This design comes from an exercise in tuning for small area on the open sky130 flow, not from production work.
In this exercise RTL edits were held to simulation tests only and were not proved equivalent to the original.
Power is estimated from default activity; no workload was simulated.

$ cat flow/config.mk
export PLATFORM = sky130hd
export DESIGN_NAME = top
export DESIGN_NICKNAME = top
export VERILOG_FILES = /design/flow/design.v
export SDC_FILE = /design/flow/constraint.sdc
export NUM_CORES = 4
export LEC_CHECK = 0
export CAP_MARGIN = 20
export CORE_MARGIN = 2
export CORE_UTILIZATION = 40
export SLEW_MARGIN = 20
$ cat flow/constraint.sdc
create_clock -name core_clock -period 10.0 [get_ports {clk}]
set_input_delay 2.0000 -clock core_clock [delete_from_list [all_inputs] [get_ports {clk}]]
set_output_delay 2.0000 -clock core_clock [all_outputs]
set_load 0.01 [all_outputs]
$ cat flow/design.v
`timescale 1ns / 1ps
module debouncer(
  input  clk,
  input  button,
  output bounce_state
  );
  reg sync_to_clk0;
  reg sync_to_clk1;
  reg debounce_temp;
  reg [7:0] counter;
  wire differ = debounce_temp ^ sync_to_clk1;
  always @ (posedge clk) begin
    sync_to_clk0 <= button;
    sync_to_clk1 <= sync_to_clk0;
    counter <= differ ? counter + 8'd1 : 8'd0;
    if (differ && counter == 8'hff)
      debounce_temp <= sync_to_clk1;
  end
  assign bounce_state = debounce_temp;
endmodule
`timescale 1ns / 1ps
module clk_div(
    input        sys_clk,
    input        rst,
    output       fast_rise,
    output       twohz_rise,
    output       onehz_rise,
    output       blink_clk,
    output [1:0] digit,
    output [1:0] next_digit
    );
    reg [4:0] c;
    reg       f;
    reg [2:0] p;
    reg [2:0] q;
    wire c_end = (c == 5'd24);
    wire p_step = c_end & f;
    always @ (posedge sys_clk) begin
        if (rst) begin
            c <= 5'd0;
            f <= 1'b0;
            p <= 3'd0;
            q <= 3'd0;
        end
        else begin
            c <= c_end ? 5'd0 : c + 5'd1;
            if (c_end)
                f <= ~f;
            if (p_step) begin
                p <= p + 3'd1;
                q <= (q == 3'd4) ? 3'd0 : q + 3'd1;
            end
        end
    end
    wire q_end = (q == 3'd4);
    assign fast_rise  = c_end & ~f;
    assign twohz_rise = p_step & q_end & ~p[1] & p[0];
    assign onehz_rise = p_step & q_end & ~p[2] & p[1] & p[0];
    assign blink_clk  = p[0] ^ q[0];
    assign digit = p[1:0] - {1'b0, ~f};
    assign next_digit = p[1:0];
endmodule
`timescale 1ns / 1ps
module sel_adj(
	input  adj,
	input  onehz_clk,
	input  twohz_clk,
	output which_clk
    );
	assign which_clk = adj ? twohz_clk : onehz_clk;
endmodule
`timescale 1ns / 1ps
module counter(
	input        clk,
	input        onehz_clk,
	input        twohz_clk,
	input        pause,
	input        rst,
	input        sel,
	input        adj,
	output [2:0] min_10s,
	output [3:0] min_1s,
	output [2:0] sec_10s,
	output [3:0] sec_1s
    );
	reg [2:0] m10;
	reg [3:0] m1;
	reg [2:0] s10;
	reg [3:0] s1;
	reg is_pause;
	reg pause_prev;
	wire tick;
	sel_adj adjust(.adj(adj), .onehz_clk(onehz_clk), .twohz_clk(twohz_clk), .which_clk(tick));
	always @ (posedge clk) begin
		pause_prev <= pause;
		if (rst)
			is_pause <= 1'b0;
		else if (pause && !pause_prev)
			is_pause <= ~is_pause;
	end
	wire run    = tick & ~is_pause;
	wire s1_end = (s1 == 4'd9);
	wire s_end  = s1_end & (s10 == 3'd5);
	wire m1_end = (m1 == 4'd9);
	wire sec_en = run & (~adj | sel);
	wire min_en = run & (adj ? ~sel : s_end);
	always @ (posedge clk) begin
		if (rst) begin
			s1 <= 4'd0; s10 <= 3'd0;
		end
		else if (sec_en) begin
			s1 <= s1_end ? 4'd0 : s1 + 4'd1;
			if (s1_end)
				s10 <= (s10 == 3'd5) ? 3'd0 : s10 + 3'd1;
		end
	end
	always @ (posedge clk) begin
		if (rst) begin
			m1 <= 4'd0; m10 <= 3'd0;
		end
		else if (min_en) begin
			m1 <= m1_end ? 4'd0 : m1 + 4'd1;
			if (m1_end)
				m10 <= (m10 == 3'd5) ? 3'd0 : m10 + 3'd1;
		end
	end
	assign min_10s = m10;
	assign min_1s  = m1;
	assign sec_10s = s10;
	assign sec_1s  = s1;
endmodule
`timescale 1ns / 1ps
module separate_digits(
	input  [1:0] sel,
	input  [2:0] min_10s,
	input  [3:0] min_1s,
	input  [2:0] sec_10s,
	input  [3:0] sec_1s,
	output [3:0] digit
    );
	assign digit = sel[1] ? (sel[0] ? sec_1s : {1'b0, sec_10s})
	                      : (sel[0] ? min_1s : {1'b0, min_10s});
endmodule
`timescale 1ns / 1ps
module display(
	input  [3:0] placeholder,
	output reg [6:0] cathode_vec
   );
	always @ (*) begin
		case (placeholder)
			4'd0: cathode_vec = 7'b1000000;
			4'd1: cathode_vec = 7'b1111001;
			4'd2: cathode_vec = 7'b0100100;
			4'd3: cathode_vec = 7'b0110000;
			4'd4: cathode_vec = 7'b0011001;
			4'd5: cathode_vec = 7'b0010010;
			4'd6: cathode_vec = 7'b0000010;
			4'd7: cathode_vec = 7'b1111000;
			4'd8: cathode_vec = 7'b0000000;
			4'd9: cathode_vec = 7'b0010000;
			default: cathode_vec = 7'b1111111;
		endcase
	end
endmodule
`timescale 1ns / 1ps
module final_display(
	input        clk,
	input        rst,
	input        fast_en,
	input        blink_clk,
	input        sel,
	input        adj,
	input  [1:0] next_digit,
	input  [1:0] shown_digit,
	input  [3:0] digit_value,
	output [6:0] cathode_vec,
	output [3:0] anode_vec
    );
	reg [3:0] code;
	reg       started;
	wire blank = adj & (next_digit[1] ~^ sel) & ~blink_clk;
	always @ (posedge clk) begin
		if (rst) begin
			code <= 4'hf;
			started <= 1'b0;
		end
		else if (fast_en) begin
			code <= blank ? 4'hf : digit_value;
			started <= 1'b1;
		end
	end
	display seg_dec(.placeholder(code), .cathode_vec(cathode_vec));
	assign anode_vec[3] = ~(started & (shown_digit == 2'd0));
	assign anode_vec[2] = ~(started & (shown_digit == 2'd1));
	assign anode_vec[1] = ~(started & (shown_digit == 2'd2));
	assign anode_vec[0] = ~(started & (shown_digit == 2'd3));
endmodule
`timescale 1ns / 1ps
module top(
	input        sel,
	input        adj,
	input        rst,
	input        pause,
	input        clk,
	output [3:0] anode_vec,
	output [6:0] cathode_vec
    );
	wire rst_db, pause_db, sel_db, adj_db;
	debouncer pause_db_func(.clk(clk), .button(pause), .bounce_state(pause_db));
	debouncer rst_db_func(.clk(clk), .button(rst), .bounce_state(rst_db));
	debouncer sel_db_func(.clk(clk), .button(sel), .bounce_state(sel_db));
	debouncer adj_db_func(.clk(clk), .button(adj), .bounce_state(adj_db));
	wire fast_rise, twohz_rise, onehz_rise, blink_clk;
	wire [1:0] shown_digit;
	wire [1:0] next_digit;
	clk_div clock_divider(.sys_clk(clk), .rst(rst_db), .fast_rise(fast_rise), .twohz_rise(twohz_rise),
		.onehz_rise(onehz_rise), .blink_clk(blink_clk), .digit(shown_digit), .next_digit(next_digit));
	wire [2:0] min_10s, sec_10s;
	wire [3:0] min_1s, sec_1s;
	counter min_sec_counter(.clk(clk), .onehz_clk(onehz_rise), .twohz_clk(twohz_rise), .pause(pause_db),
		.rst(rst_db), .sel(sel_db), .adj(adj_db),
		.min_10s(min_10s), .min_1s(min_1s), .sec_10s(sec_10s), .sec_1s(sec_1s));
	wire [3:0] digit_value;
	separate_digits digits(.sel(next_digit), .min_10s(min_10s), .min_1s(min_1s), .sec_10s(sec_10s),
		.sec_1s(sec_1s), .digit(digit_value));
	final_display cathode_and_anode(.clk(clk), .rst(rst_db), .fast_en(fast_rise), .blink_clk(blink_clk),
		.sel(sel_db), .adj(adj_db), .next_digit(next_digit), .shown_digit(shown_digit),
		.digit_value(digit_value), .cathode_vec(cathode_vec), .anode_vec(anode_vec));
endmodule
$ cat flow/run.sh
#!/bin/bash
# synth_recipe.tcl (not shown) runs the flow's synth.tcl, then flattens the netlist and writes it again
# the make line also repeats each setting of config.mk as NAME=value (left out here)
make -C /OpenROAD-flow-scripts/flow DESIGN_CONFIG=/design/flow/config.mk WORK_HOME=/design/flow/orfs CLKGATE_MAP_FILE= SYNTH_SCRIPT=/design/flow/synth_recipe.tcl finish
==> results.txt <==
number of flops mapped to enable cells by yosys 4; HPWL after DPL between 4000 and 5000 um; startpoint class of the critical path flip-flop; Peak VDD IR roughly 0.089 mV; crit end category primary output; antenna-violating nets left 0; largest net degree at the start of global routing 37; Die Ht roughly 100 um; Die Wd between 90 and 100 um; setup TNS 0 ns; Initial Util approximately two fifths; DRT Pass-1 Iters 4; crit-path leading delay family buffers and inverters; final hold slack about 0.33 ns; Worst Skew around 0.011 ns; met3 wire length 222 um; gpl congestion 0.7992; fin crit share around two fifths; most frequent cell after synthesis dfxtp_1; row count 34; mapped cell area 3666 um2; Final nets between 400 and 500; Crit Path Category flip-flop to primary output; Final Hold Vio Count 0; Post-Place Setup Slack between 6 and 7 ns; cell count after placement ~490; CTS Buf Count 9; root buf cell clkbuf_8; antenna violations before repair 0; fin cells 507; fin area approximately 4100 um2; Clock Tree Buf Depth 2; worst setup margin around 5.8 ns; DRC 0; status complete, no violations; largest cells by area after synthesis dfxtp_1, ha_1, nor2_1, xnor2_1, xor2_1; Core Box Area ~8800 um2; Total Power just under 0.6 mW; Avg Inst Size Synth between 9 and 10 um2; vias around 2500; Sink Count 84; Clock transition at path regs ~0.09 ns; post-synth top area cell dfxtp_1; Post-Route WL roughly 6000 um; Slew Limit Fails 0; Worst Path Buf+Inv 2; Required @ worst endpoint ~8.0 ns; post-layout util between 40% and 50%; most used flip-flop cell after synthesis dfxtp_1; post-synthesis cell type count 51; post-synth top area share between 40% and 50%; n_diodes 0; FMAX ~0.24 GHz; post-CTS setup buffers 0; HP Class flip-flop to flip-flop; Max stage delay on crit path about 0.6 ns; first-pass GRT wire length ~11000 um; grt ovf 0; I/O Pins 16; I/O Buffers 15; PD cells between 100 and 150 nW/um2; Synthesized Nets just under 400; M1 wire length between 2000 and 3000 um; min Tclk post-route 4.182 ns; placed cell area slightly below 4000 um2; routed wl met2 around 2800 um; Leakage roughly 1.4 nW; Worst Path Arrival about 2.2 ns; worst-path cell chain inv_1, ha_1, nor2b_1, nand2_1, clkdlybuf4s50_1; Area growth, synth to finish 11.40%; clock tree from TritonCTS built; sequential fraction of the synthesis area approximately 47%; Cells after Synth about 380; Post-CTS Hold Fix Bufs 0; top post-synthesis cells by count dfxtp_1, nor2_1, nand3_1; Filler cells 860; Worst path slowest cell dfxtp_1; Setup Viol. Count Final 0; Rel. slew slack around half; DRC marker count from the first detailed-route iteration 132; RSZ-0062 raised after global routing no; Die Area about 10000 um2; synth warn 5; Slew @ Worst Pin about 0.74 ns; Gates resized, CTS repair 0; maxcap violations 0; DR WL/cell 11.91 um; Vias/cell ~5.0; worst skew pair latency around 0.37 ns; vias in the first global route 2380; gr usage total a little over an eighth; H-tree lvl count 3; layout cell share with drive strength beyond 1 slightly below 9%; #FFs+latches synth 84; top layer in use met4; critical path fanouts, max 12; Async S/R FF share, synth 0%
[report_power, final]
part           internal, mW  switching, mW  leakage [nW]
Clock                0.0935          0.131        0.0881
Sequential            0.343        0.00364         0.687
Combinational       0.00560        0.00461         0.649
[cells by family (layout without fill, tap and decap cells)]
group,Yosys count,count (layout),synth area share [%]
simple gates,158,158,23.11
flops,84,84,46.96
compound gates,48,48,9.386
xor+xnor,34,34,8.123
buf+inv,28,50,3.447
fa+ha+maj,15,15,5.119
mux,10,10,3.857
[area by class of cell]
cell class	instances	area, um2	share of cell area, %
multi-input cells	265	1818	44.52
flip-flops and latches	84	1722	42.16
clock inverters	7	57.56	1.409
inverters	18	70.07	1.716
clock buffers	9	123.9	3.033
repair buffers	16	157.7	3.860
well taps	108	135.1	3.309
[layout by cell type (no fill, tap or decap), drive strengths merged, types with 7 or more instances in the layout]
cell,instances
a21oi,20
and3,7
clkbuf,9
clkdlybuf4s50,15
dfxtp,80
ha,15
inv,21
nand2,22
nand3,23
nor2,49
nor2b,11
nor3,10
o21ai,13
or3,8
xnor2,20
xor2,14
[worst paths after layout]
path | start | endpoint | slack [ns] | cells past startpoint
max | clock_divider.f$_SDFFE_PP0N_ | anode_vec[0] | 5.82 | 5
max reg2reg | clock_divider.c[0]$_SDFF_PP0_ | cathode_vec[0]$_DFF_P_ | 7.42 | 9
min | pause_db_func.sync_to_clk0$_DFF_P_ | pause_db_func.sync_to_clk1$_DFF_P_ | 0.33 | 0
min reg2reg | pause_db_func.sync_to_clk0$_DFF_P_ | pause_db_func.sync_to_clk1$_DFF_P_ | 0.33 | 0
[layer usage]
| layer | vias to the layer above | track usage (%) |
|---|---|---|
| li1 | 1334 | - |
| met5 | - | 0 |
| met1 | 1173 | 17.03 |
| met4 | 0 | 5.479 |
| met3 | 10 | 4.498 |
| met2 | 26 | 21.93 |
[sequential cells by signal (all words and copies together) (netlist names), 3 cells and up]
name	count
adj_db_func.counter	8
pause_db_func.counter	8
rst_db_func.counter	8
sel_db_func.counter	8
cathode_vec	7
clock_divider.c	5
cathode_and_anode.code	4
min_sec_counter.m1	4
min_sec_counter.s1	4
clock_divider.p	3
clock_divider.q	3
min_sec_counter.m10	3
min_sec_counter.s10	3

==> static timing again, ports no longer ideal <==
No port has a modelled driver above. Below, the same layout with a new extraction and two added sets of constraints. Step 1 assumes that a clkbuf_16 drives the clock port and a buf_2 every other input. Step 2 also shifts input and output timing later by t, the mid clock arrival at the registers, as if the neighbouring blocks saw the same clock. Slacks: ideal / step 1 / step 2; pairs: ideal / step 1.
t (ns): 0.389
setup slack, ns: 5.818 / 5.790 / 6.179
worst hold slack (ns): 0.334 / 0.334 / 0.334
worst setup path at the end: register to output
slew at the worst register clock pin (ns): 0.09 / 0.09
After both steps setup and hold are still met in this run. For this run, drivers alone change the setup slack by -0.028 ns; drivers and shift together by +0.361 ns.
